From an optimization exercise on the open Yosys and OpenROAD flow, aimed at small area, a short achievable clock period and few clock cycles; shortcuts taken in it are not production practice. Where RTL was checked, it was by simulation tests only, not by an equivalence proof against the original. Power and IR drop assume default switching activity.

==> flow/design.v <==
module lcd_ctrl(clk, reset, datain, cmd, cmd_valid, dataout, output_valid, busy);
input           clk;
input           reset;
input   [7:0]   datain;
input   [2:0]   cmd;
input           cmd_valid;
output  reg [7:0] dataout;
output  reg     output_valid;
output  reg     busy;
reg  [7:0] p [0:35];     
reg        loading;      
reg  [1:0] wr, wc;       
reg  [3:0] pq;           
reg  [1:0] pm;
reg        qv;           
reg        rd;           
reg  [3:0] rcnt;         
reg  [3:0] rq;           
reg  [2:0] uc;           
integer i;
reg [7:0] g0, g1, g2, tap;
always @* begin
  case (rq[1:0])
    2'd0: begin g0 = p[0];  g1 = p[12]; g2 = p[24]; end
    2'd1: begin g0 = p[3];  g1 = p[15]; g2 = p[27]; end
    2'd2: begin g0 = p[6];  g1 = p[18]; g2 = p[30]; end
    default: begin g0 = p[9]; g1 = p[21]; g2 = p[33]; end
  endcase
  tap = rq[3] ? g2 : rq[2] ? g1 : g0;
end
wire       m0  = (pm == 2'd0);
wire       m2  = (pm == 2'd2);
wire [3:0] qm1 = (pq == 4'd0) ? 4'd11 : pq - 4'd1;
wire [3:0] qm2 = (pq <  4'd2) ? pq + 4'd10 : pq - 4'd2;
wire [3:0] qm3 = (pq <  4'd3) ? pq + 4'd9  : pq - 4'd3;
wire [3:0] qp1 = (pq == 4'd11) ? 4'd0 : pq + 4'd1;
wire [3:0] qp2 = (pq >= 4'd10) ? pq - 4'd10 : pq + 4'd2;
wire [1:0] pm_dec = m0 ? 2'd2 : pm - 2'd1;
wire [3:0] pq_dec = m0 ? qm1 : pq;
wire [1:0] pm_lf  = m2 ? 2'd0 : pm + 2'd1;
wire [3:0] pq_lf  = m2 ? pq : qm1;
wire [3:0] pq_up  = m0 ? qm3 : qm2;
wire [3:0] pq_dn  = m0 ? qp1 : qp2;
wire acc   = cmd_valid & ~busy;
wire s_ld  = acc & (cmd == 3'd1);
wire s_rt  = acc & (cmd == 3'd2) & (wc != 2'd3);
wire s_lf  = acc & (cmd == 3'd3) & (wc != 2'd0);
wire s_up  = acc & cmd[2] & ~cmd[0] & (wr != 2'd0);
wire s_dn  = acc & cmd[2] &  cmd[0] & (wr != 2'd3);
wire s_st  = ~(s_ld | s_rt | s_lf | s_up | s_dn);
wire [3:0] npq = ({4{s_ld}} & 4'd4) | ({4{s_rt}} & pq) | ({4{s_lf}} & pq_lf) |
                 ({4{s_up}} & pq_up) | ({4{s_dn}} & pq_dn) | ({4{s_st}} & pq_dec);
wire [1:0] npm = ({2{s_ld}} & 2'd2) | ({2{s_rt}} & pm) | ({2{s_lf}} & pm_lf) |
                 ({2{s_up | s_dn | s_st}} & pm_dec);
wire last    = (rcnt == 4'd8);
wire free    = ~rd | last;
wire start   = qv & free & (pm == 2'd1);
wire ldpulse = loading & (((pq == 4'd11) & ~m2) | ((pq == 4'd10) & m2) |
                          ((pq == 4'd9)  & ~m2) | ((pq == 4'd8)  & m2) |
                          ((pq == 4'd7)  & ~m2) | ((pq == 4'd6)  & m2));
wire ldend   = (pq == 4'd5) & m0;
wire       nload = ~reset & (s_ld | (loading & ~ldend));
wire       nqv   = ~reset & ((acc & ~(cmd == 3'd1)) | (qv & ~start));
wire [2:0] nuc   = reset ? 3'd0 :
                   start ? ((pq == 4'd9) ? 3'd5 : (pq == 4'd8 || pq == 4'd10) ? 3'd2 : 3'd0) :
                   (uc != 3'd0) ? uc - 3'd1 : 3'd0;
always @(posedge clk) begin
  for (i = 0; i < 35; i = i + 1)
    p[i] <= p[i+1];
  p[35] <= loading ? datain : p[0];
  dataout <= tap;
  loading <= nload;
  qv      <= nqv;
  uc      <= nuc;
  busy    <= nload | nqv | (nuc != 3'd0);
  output_valid <= ~reset & rd;
  pq <= npq;
  pm <= npm;
  if (s_ld) begin
    wr <= 2'd2; wc <= 2'd2;
  end else begin
    if (s_rt) wc <= wc + 2'd1;
    if (s_lf) wc <= wc - 2'd1;
    if (s_up) wr <= wr - 2'd1;
    if (s_dn) wr <= wr + 2'd1;
  end
  if (reset) begin
    rd <= 1'b0;
    rcnt <= 4'd8;
  end else if (start) begin
    rd <= 1'b1;
    rcnt <= 4'd0;
    rq <= pq;
  end else if (rd & ~last) begin
    rcnt <= rcnt + 4'd1;
    if (rcnt == 4'd2 || rcnt == 4'd5)
      rq <= (rq == 4'd11) ? 4'd0 : rq + 4'd1;
  end else begin
    rd <= ldpulse;
    if (ldpulse) rq <= 4'd11;
  end
end
endmodule
==> flow/config.mk <==
export PLATFORM = sky130hd
export DESIGN_NAME = lcd_ctrl
export DESIGN_NICKNAME = lcd_ctrl
export VERILOG_FILES = /design/flow/design.v
export SDC_FILE = /design/flow/constraint.sdc
export NUM_CORES = 4
export LEC_CHECK = 0
export ABC_CLOCK_PERIOD_IN_PS = 2000
export CAP_MARGIN = 20
export CORE_MARGIN = 2
export CORE_UTILIZATION = 40
export SETUP_SLACK_MARGIN = 3.3
export SLEW_MARGIN = 20
==> flow/constraint.sdc <==
create_clock -name core_clock -period 5.5 [get_ports {clk}]
set_input_delay 1.1000 -clock core_clock [delete_from_list [all_inputs] [get_ports {clk}]]
set_output_delay 1.1000 -clock core_clock [all_outputs]
set_load 0.01 [all_outputs]
run.sh (not shown) runs the stock make flow with config.mk's settings and CLKGATE_MAP_FILE= SYNTH_SCRIPT=/design/flow/synth_recipe.tcl, a recipe that flattens the netlist after the stock synthesis.
Testbench counts at the start, summed over its fixed seeds: cycles 12,106.
Next try:
--- a/flow/design.v
+++ b/flow/design.v
@@ -31,12 +31,17 @@
 wire       m0  = (pm == 2'd0);
 wire       m2  = (pm == 2'd2);
-wire [3:0] qm1 = (pq == 4'd0) ? 4'd11 : pq - 4'd1;
-wire [3:0] qm2 = (pq <  4'd2) ? pq + 4'd10 : pq - 4'd2;
-wire [3:0] qm3 = (pq <  4'd3) ? pq + 4'd9  : pq - 4'd3;
-wire [3:0] qp1 = (pq == 4'd11) ? 4'd0 : pq + 4'd1;
-wire [3:0] qp2 = (pq >= 4'd10) ? pq - 4'd10 : pq + 4'd2;
-wire [1:0] pm_dec = m0 ? 2'd2 : pm - 2'd1;
+reg [3:0] qm1, qm2, qm3, qp1, qp2;
+integer k;
+always @* begin
+  qm1 = 4'd0; qm2 = 4'd0; qm3 = 4'd0; qp1 = 4'd0; qp2 = 4'd0;
+  for (k = 0; k < 12; k = k + 1)
+    if (pq == k) begin
+      qm1 = (k + 11) % 12; qm2 = (k + 10) % 12; qm3 = (k + 9) % 12;
+      qp1 = (k + 1) % 12;  qp2 = (k + 2) % 12;
+    end
+end
+wire [1:0] pm_dec = m0 ? 2'd2 : {1'b0, pm[1]};           
 wire [3:0] pq_dec = m0 ? qm1 : pq;
-wire [1:0] pm_lf  = m2 ? 2'd0 : pm + 2'd1;
+wire [1:0] pm_lf  = {pm[0], ~pm[1] & ~pm[0]};          
 wire [3:0] pq_lf  = m2 ? pq : qm1;
 wire [3:0] pq_up  = m0 ? qm3 : qm2;
@@ -53,4 +58,13 @@
 wire [1:0] npm = ({2{s_ld}} & 2'd2) | ({2{s_rt}} & pm) | ({2{s_lf}} & pm_lf) |
                  ({2{s_up | s_dn | s_st}} & pm_dec);
+reg [3:0] rq_inc, rcnt_inc;
+always @* begin
+  rq_inc = 4'd0; rcnt_inc = 4'd0;
+  for (k = 0; k < 12; k = k + 1)
+    if (rq == k) rq_inc = (k + 1) % 12;
+  for (k = 0; k < 8; k = k + 1)
+    if (rcnt == k) rcnt_inc = k + 1;
+end
+wire [2:0] uc_dec = {uc[2] & (uc[1] | uc[0]), (uc[1] & uc[0]) | (uc[2] & ~uc[1] & ~uc[0]), uc[1] & ~uc[0] | uc[2] & ~uc[0]};
 wire last    = (rcnt == 4'd8);
 wire free    = ~rd | last;
@@ -64,5 +78,5 @@
 wire [2:0] nuc   = reset ? 3'd0 :
                    start ? ((pq == 4'd9) ? 3'd5 : (pq == 4'd8 || pq == 4'd10) ? 3'd2 : 3'd0) :
-                   (uc != 3'd0) ? uc - 3'd1 : 3'd0;
+                   uc_dec;
 always @(posedge clk) begin
   for (i = 0; i < 35; i = i + 1)
@@ -80,8 +94,8 @@
     wr <= 2'd2; wc <= 2'd2;
   end else begin
-    if (s_rt) wc <= wc + 2'd1;
-    if (s_lf) wc <= wc - 2'd1;
-    if (s_up) wr <= wr - 2'd1;
-    if (s_dn) wr <= wr + 2'd1;
+    if (s_rt) wc <= {wc[1] ^ wc[0], ~wc[0]};
+    if (s_lf) wc <= {wc[1] ^ ~wc[0], ~wc[0]};
+    if (s_up) wr <= {wr[1] ^ ~wr[0], ~wr[0]};
+    if (s_dn) wr <= {wr[1] ^ wr[0], ~wr[0]};
   end
   if (reset) begin
@@ -93,7 +107,7 @@
     rq <= pq;
   end else if (rd & ~last) begin
-    rcnt <= rcnt + 4'd1;
+    rcnt <= rcnt_inc;
     if (rcnt == 4'd2 || rcnt == 4'd5)
-      rq <= (rq == 4'd11) ? 4'd0 : rq + 4'd1;
+      rq <= rq_inc;
   end else begin
     rd <= ldpulse;
Outcome: Design area shrinks by 5.6%; non-clock buffer count goes down by 7; power shrinks by 11%; critical path depth decreases by 5; routed wire length fell by 17%; sequential power is about the same; register-to-register slack gets better by 0.02 ns.
Testbench counts after the change, summed over its fixed seeds: cycles 12,106.

========
lcd_ctrl, a different RTL version from the one above (not shown whole).
For scale: roughly 320 flip-flops, about 8400 um^2 of cells after synthesis.
==> module lcd_ctrl, before the edit <==
module lcd_ctrl(clk, reset, datain, cmd, cmd_valid, dataout, output_valid, busy);
input           clk;
input           reset;
input   [7:0]   datain;
input   [2:0]   cmd;
input           cmd_valid;
output  reg [7:0] dataout;
output  reg     output_valid;
output  reg     busy;
reg  [7:0] p [0:35];     
reg        loading;      
reg  [1:0] wr, wc;       
reg  [3:0] pq;           
reg  [1:0] pm;
reg        qv;           
reg        rd;           
reg  [3:0] rcnt;         
reg  [3:0] rq;           
integer i;
reg [7:0] g0, g1, g2, tap;
always @* begin
  case (rq[1:0])
    2'd0: begin g0 = p[0];  g1 = p[12]; g2 = p[24]; end
    2'd1: begin g0 = p[3];  g1 = p[15]; g2 = p[27]; end
    2'd2: begin g0 = p[6];  g1 = p[18]; g2 = p[30]; end
    default: begin g0 = p[9]; g1 = p[21]; g2 = p[33]; end
  endcase
  tap = rq[3] ? g2 : rq[2] ? g1 : g0;
end
wire       m0  = (pm == 2'd0);
wire       m2  = (pm == 2'd2);
reg [3:0] qm1, qm2, qm3, qp1, qp2;
integer k;
always @* begin
  qm1 = 4'd0; qm2 = 4'd0; qm3 = 4'd0; qp1 = 4'd0; qp2 = 4'd0;
  for (k = 0; k < 12; k = k + 1)
    if (pq == k) begin
      qm1 = (k + 11) % 12; qm2 = (k + 10) % 12; qm3 = (k + 9) % 12;
      qp1 = (k + 1) % 12;  qp2 = (k + 2) % 12;
    end
end
wire [1:0] pm_dec = m0 ? 2'd2 : {1'b0, pm[1]};           
wire [3:0] pq_dec = m0 ? qm1 : pq;
wire [1:0] pm_lf  = {pm[0], ~pm[1] & ~pm[0]};          
wire [3:0] pq_lf  = m2 ? pq : qm1;
wire [3:0] pq_up  = m0 ? qm3 : qm2;
wire [3:0] pq_dn  = m0 ? qp1 : qp2;
wire acc   = cmd_valid & ~busy;
wire s_ld  = acc & (cmd == 3'd1);
wire s_rt  = acc & (cmd == 3'd2) & (wc != 2'd3);
wire s_lf  = acc & (cmd == 3'd3) & (wc != 2'd0);
wire s_up  = acc & cmd[2] & ~cmd[0] & (wr != 2'd0);
wire s_dn  = acc & cmd[2] &  cmd[0] & (wr != 2'd3);
wire s_st  = ~(s_ld | s_rt | s_lf | s_up | s_dn);
wire [3:0] npq = ({4{s_ld}} & 4'd4) | ({4{s_rt}} & pq) | ({4{s_lf}} & pq_lf) |
                 ({4{s_up}} & pq_up) | ({4{s_dn}} & pq_dn) | ({4{s_st}} & pq_dec);
wire [1:0] npm = ({2{s_ld}} & 2'd2) | ({2{s_rt}} & pm) | ({2{s_lf}} & pm_lf) |
                 ({2{s_up | s_dn | s_st}} & pm_dec);
reg [3:0] rq_inc, rcnt_inc;
always @* begin
  rq_inc = 4'd0; rcnt_inc = 4'd0;
  for (k = 0; k < 12; k = k + 1)
    if (rq == k) rq_inc = (k + 1) % 12;
  for (k = 0; k < 8; k = k + 1)
    if (rcnt == k) rcnt_inc = k + 1;
end
wire last    = (rcnt == 4'd8);
wire free    = ~rd | last;
wire start   = qv & free & (pm == 2'd1) & (~loading | (pq == 4'd9));
wire ldend   = (pq == 4'd5) & m0;
reg        nrd;
reg  [3:0] nrcnt, nrq;
always @* begin
  nrd = rd; nrcnt = rcnt; nrq = rq;
  if (reset) begin
    nrd = 1'b0;
    nrcnt = 4'd8;
  end else if (start) begin
    nrd = 1'b1;
    nrcnt = 4'd0;
    nrq = pq;
  end else if (rd & ~last) begin
    nrcnt = rcnt_inc;
    if (rcnt == 4'd2 || rcnt == 4'd5)
      nrq = rq_inc;
  end else begin
    nrd = 1'b0;
  end
end
wire unsafe = nrd & (((nrq == 4'd8)  & (nrcnt < 4'd2)) |
                     ((nrq == 4'd9)  & (nrcnt < 4'd3)) |
                     ((nrq == 4'd10) & ((nrcnt < 4'd2) | (nrcnt == 4'd3) | (nrcnt == 4'd4))));
wire early = qv & ~start & (pm == 2'd2) & (~rd | last | (rcnt == 4'd7)) &
             ~loading & ~((pq == 4'd8) | (pq == 4'd9) | (pq == 4'd10));
wire       nload = ~reset & (s_ld | (loading & ~ldend));
wire       nqv   = ~reset & (acc | (qv & ~start));
always @(posedge clk) begin
  for (i = 0; i < 35; i = i + 1)
    p[i] <= p[i+1];
  p[35] <= loading ? datain : p[0];
  dataout <= tap;
  loading <= nload;
  qv      <= nqv;
  busy    <= nload | (nqv & ~(~acc & early)) | unsafe;
  output_valid <= ~reset & rd;
  pq <= npq;
  pm <= npm;
  if (s_ld) begin
    wr <= 2'd2; wc <= 2'd2;
  end else begin
    if (s_rt) wc <= {wc[1] ^ wc[0], ~wc[0]};
    if (s_lf) wc <= {wc[1] ^ ~wc[0], ~wc[0]};
    if (s_up) wr <= {wr[1] ^ ~wr[0], ~wr[0]};
    if (s_dn) wr <= {wr[1] ^ wr[0], ~wr[0]};
  end
  rd   <= nrd;
  rcnt <= nrcnt;
  rq   <= nrq;
end
endmodule
Settings: LEC_CHECK=0, ABC_CLOCK_PERIOD_IN_PS=2000, CAP_MARGIN=20, CORE_MARGIN=2, CORE_UTILIZATION=40, SETUP_SLACK_MARGIN=3.5, SLEW_MARGIN=20; clock period 5.5 ns.
standard.sh (not shown) runs the stock make flow with config.mk's settings and CLKGATE_MAP_FILE= SYNTH_SCRIPT=/design/flow/synth_recipe.tcl, a recipe that flattens the netlist after the stock synthesis.
==> flow/flow/run.sh <==
#!/bin/bash
set -euo pipefail
export CTS_ARGS="-sink_clustering_enable -repair_clock_nets -dont_use_dummy_load -buf_list sky130_fd_sc_hd__clkbuf_16 -sink_clustering_size 30 -sink_clustering_max_diameter 200 -sink_buffer_max_cap_derate 0.12"
export BUFFER_PORTS_ARGS="-buffer_cell sky130_fd_sc_hd__buf_2"
bash standard.sh > standard.log 2>&1
==> next run, changes <==
--- a/flow/design.v
+++ b/flow/design.v
@@ -45,17 +45,29 @@
 wire [3:0] pq_lf  = m2 ? pq : qm1;
 wire [3:0] pq_up  = m0 ? qm3 : qm2;
 wire [3:0] pq_dn  = m0 ? qp1 : qp2;
+wire rt_ok = (wc != 2'd3);
+wire lf_ok = (wc != 2'd0);
+wire up_ok = (wr != 2'd0);
+wire dn_ok = (wr != 2'd3);
+wire [1:0] wc_inc = {wc[1] ^ wc[0], ~wc[0]};
+wire [1:0] wc_dec = {wc[1] ^ ~wc[0], ~wc[0]};
+wire [1:0] wr_inc = {wr[1] ^ wr[0], ~wr[0]};
+wire [1:0] wr_dec = {wr[1] ^ ~wr[0], ~wr[0]};
+reg  [5:0] cand_p;       
+reg  [3:0] cand_w;       
+always @* begin
+  case (cmd)
+    3'd1:    begin cand_p = {4'd4, 2'd2}; cand_w = {2'd2, 2'd2}; end
+    3'd2:    begin cand_p = rt_ok ? {pq, pm} : {pq_dec, pm_dec};       cand_w = {wr, rt_ok ? wc_inc : wc}; end
+    3'd3:    begin cand_p = lf_ok ? {pq_lf, pm_lf} : {pq_dec, pm_dec}; cand_w = {wr, lf_ok ? wc_dec : wc}; end
+    3'd4, 3'd6: begin cand_p = {up_ok ? pq_up : pq_dec, pm_dec};       cand_w = {up_ok ? wr_dec : wr, wc}; end
+    3'd5, 3'd7: begin cand_p = {dn_ok ? pq_dn : pq_dec, pm_dec};       cand_w = {dn_ok ? wr_inc : wr, wc}; end
+    default: begin cand_p = {pq_dec, pm_dec}; cand_w = {wr, wc}; end
+  endcase
+end
 wire acc   = cmd_valid & ~busy;
-wire s_ld  = acc & (cmd == 3'd1);
-wire s_rt  = acc & (cmd == 3'd2) & (wc != 2'd3);
-wire s_lf  = acc & (cmd == 3'd3) & (wc != 2'd0);
-wire s_up  = acc & cmd[2] & ~cmd[0] & (wr != 2'd0);
-wire s_dn  = acc & cmd[2] &  cmd[0] & (wr != 2'd3);
-wire s_st  = ~(s_ld | s_rt | s_lf | s_up | s_dn);
-wire [3:0] npq = ({4{s_ld}} & 4'd4) | ({4{s_rt}} & pq) | ({4{s_lf}} & pq_lf) |
-                 ({4{s_up}} & pq_up) | ({4{s_dn}} & pq_dn) | ({4{s_st}} & pq_dec);
-wire [1:0] npm = ({2{s_ld}} & 2'd2) | ({2{s_rt}} & pm) | ({2{s_lf}} & pm_lf) |
-                 ({2{s_up | s_dn | s_st}} & pm_dec);
+wire [3:0] npq = acc ? cand_p[5:2] : pq_dec;
+wire [1:0] npm = acc ? cand_p[1:0] : pm_dec;
 reg [3:0] rq_inc, rcnt_inc;
 always @* begin
   rq_inc = 4'd0; rcnt_inc = 4'd0;
@@ -66,7 +78,10 @@
 end
 wire last    = (rcnt == 4'd8);
 wire free    = ~rd | last;
-wire start   = qv & free & (pm == 2'd1) & (~loading | (pq == 4'd9));
+wire start   = qv & free & (pm == 2'd1);
+wire ldpulse = loading & (((pq == 4'd11) & ~m2) | ((pq == 4'd10) & m2) |
+                          ((pq == 4'd9)  & ~m2) | ((pq == 4'd8)  & m2) |
+                          ((pq == 4'd7)  & ~m2) | ((pq == 4'd6)  & m2));
 wire ldend   = (pq == 4'd5) & m0;
 reg        nrd;
 reg  [3:0] nrcnt, nrq;
@@ -84,16 +99,16 @@
     if (rcnt == 4'd2 || rcnt == 4'd5)
       nrq = rq_inc;
   end else begin
-    nrd = 1'b0;
+    nrd = ldpulse;
+    if (ldpulse) nrq = 4'd11;
   end
 end
 wire unsafe = nrd & (((nrq == 4'd8)  & (nrcnt < 4'd2)) |
                      ((nrq == 4'd9)  & (nrcnt < 4'd3)) |
                      ((nrq == 4'd10) & ((nrcnt < 4'd2) | (nrcnt == 4'd3) | (nrcnt == 4'd4))));
-wire early = qv & ~start & (pm == 2'd2) & (~rd | last | (rcnt == 4'd7)) &
-             ~loading & ~((pq == 4'd8) | (pq == 4'd9) | (pq == 4'd10));
-wire       nload = ~reset & (s_ld | (loading & ~ldend));
-wire       nqv   = ~reset & (acc | (qv & ~start));
+wire       ld_in = acc & (cmd == 3'd1);
+wire       nload = ~reset & (ld_in | (loading & ~ldend));
+wire       nqv   = ~reset & ((acc & ~(cmd == 3'd1)) | (qv & ~start));
 always @(posedge clk) begin
   for (i = 0; i < 35; i = i + 1)
     p[i] <= p[i+1];
@@ -101,18 +116,11 @@
   dataout <= tap;
   loading <= nload;
   qv      <= nqv;
-  busy    <= nload | (nqv & ~(~acc & early)) | unsafe;
+  busy    <= ~reset & (acc | (loading & ~ldend) | (qv & ~start) | unsafe);
   output_valid <= ~reset & rd;
   pq <= npq;
   pm <= npm;
-  if (s_ld) begin
-    wr <= 2'd2; wc <= 2'd2;
-  end else begin
-    if (s_rt) wc <= {wc[1] ^ wc[0], ~wc[0]};
-    if (s_lf) wc <= {wc[1] ^ ~wc[0], ~wc[0]};
-    if (s_up) wr <= {wr[1] ^ ~wr[0], ~wr[0]};
-    if (s_dn) wr <= {wr[1] ^ wr[0], ~wr[0]};
-  end
+  if (acc) {wr, wc} <= cand_w;
   rd   <= nrd;
   rcnt <= nrcnt;
   rq   <= nrq;
Die area climbs by 1.3%.
Setup slack improved by 0.11 ns.
Non-clock buffer count increases by 13.
Flip-flop and latch count does not change.
Power falls by 1.6%.
Fmax climbs by 5.4%.
Design area came out higher by 2.3%.
Routed wire length rises by 2.0%.
First-iteration DRC count rises by 41%.
Sequential power went down by about 4%.
No run of this note included a check of the RTL's function; only the layout flow was run.

==> port drivers added, routing unchanged <==
How much do the figures lean on ideal ports? The routed layouts below were timed once more, with nothing changed but the port constraints. Step 1 assumes that a clkbuf_16 drives the clock port and a buf_2 every other input. Step 2 adds t to the input delays and takes it off the output delays; t is the mean of the earliest and latest rising clock arrival at the registers after step 1. Input paths then give back, and output paths get back, about the clock's delay inside the block. a / b / c = ideal ports / drivers / drivers and shift; a / b = the first two.
run	shift t [ns]	setup slack, ns	clock arrival spread, ns	worst data-port slew with drivers (ns)
the first run of note 1	0.595	3.364 / 3.338 / 2.785	0.017 / 0.017	0.04
the second run of note 1	0.577	3.338 / 3.294 / 2.805	0.014 / 0.014	0.03
the first run of note 2	0.510	3.324 / 3.324 / 2.867	0.067 / 0.067	0.11
the second run of note 2	0.505	3.435 / 3.392 / 3.112	0.032 / 0.032	0.04
After both steps every run listed still meets setup and hold. For the first run of note 1, which loses most, drivers alone change the setup slack by -0.026 ns; drivers and shift together by -0.579 ns.
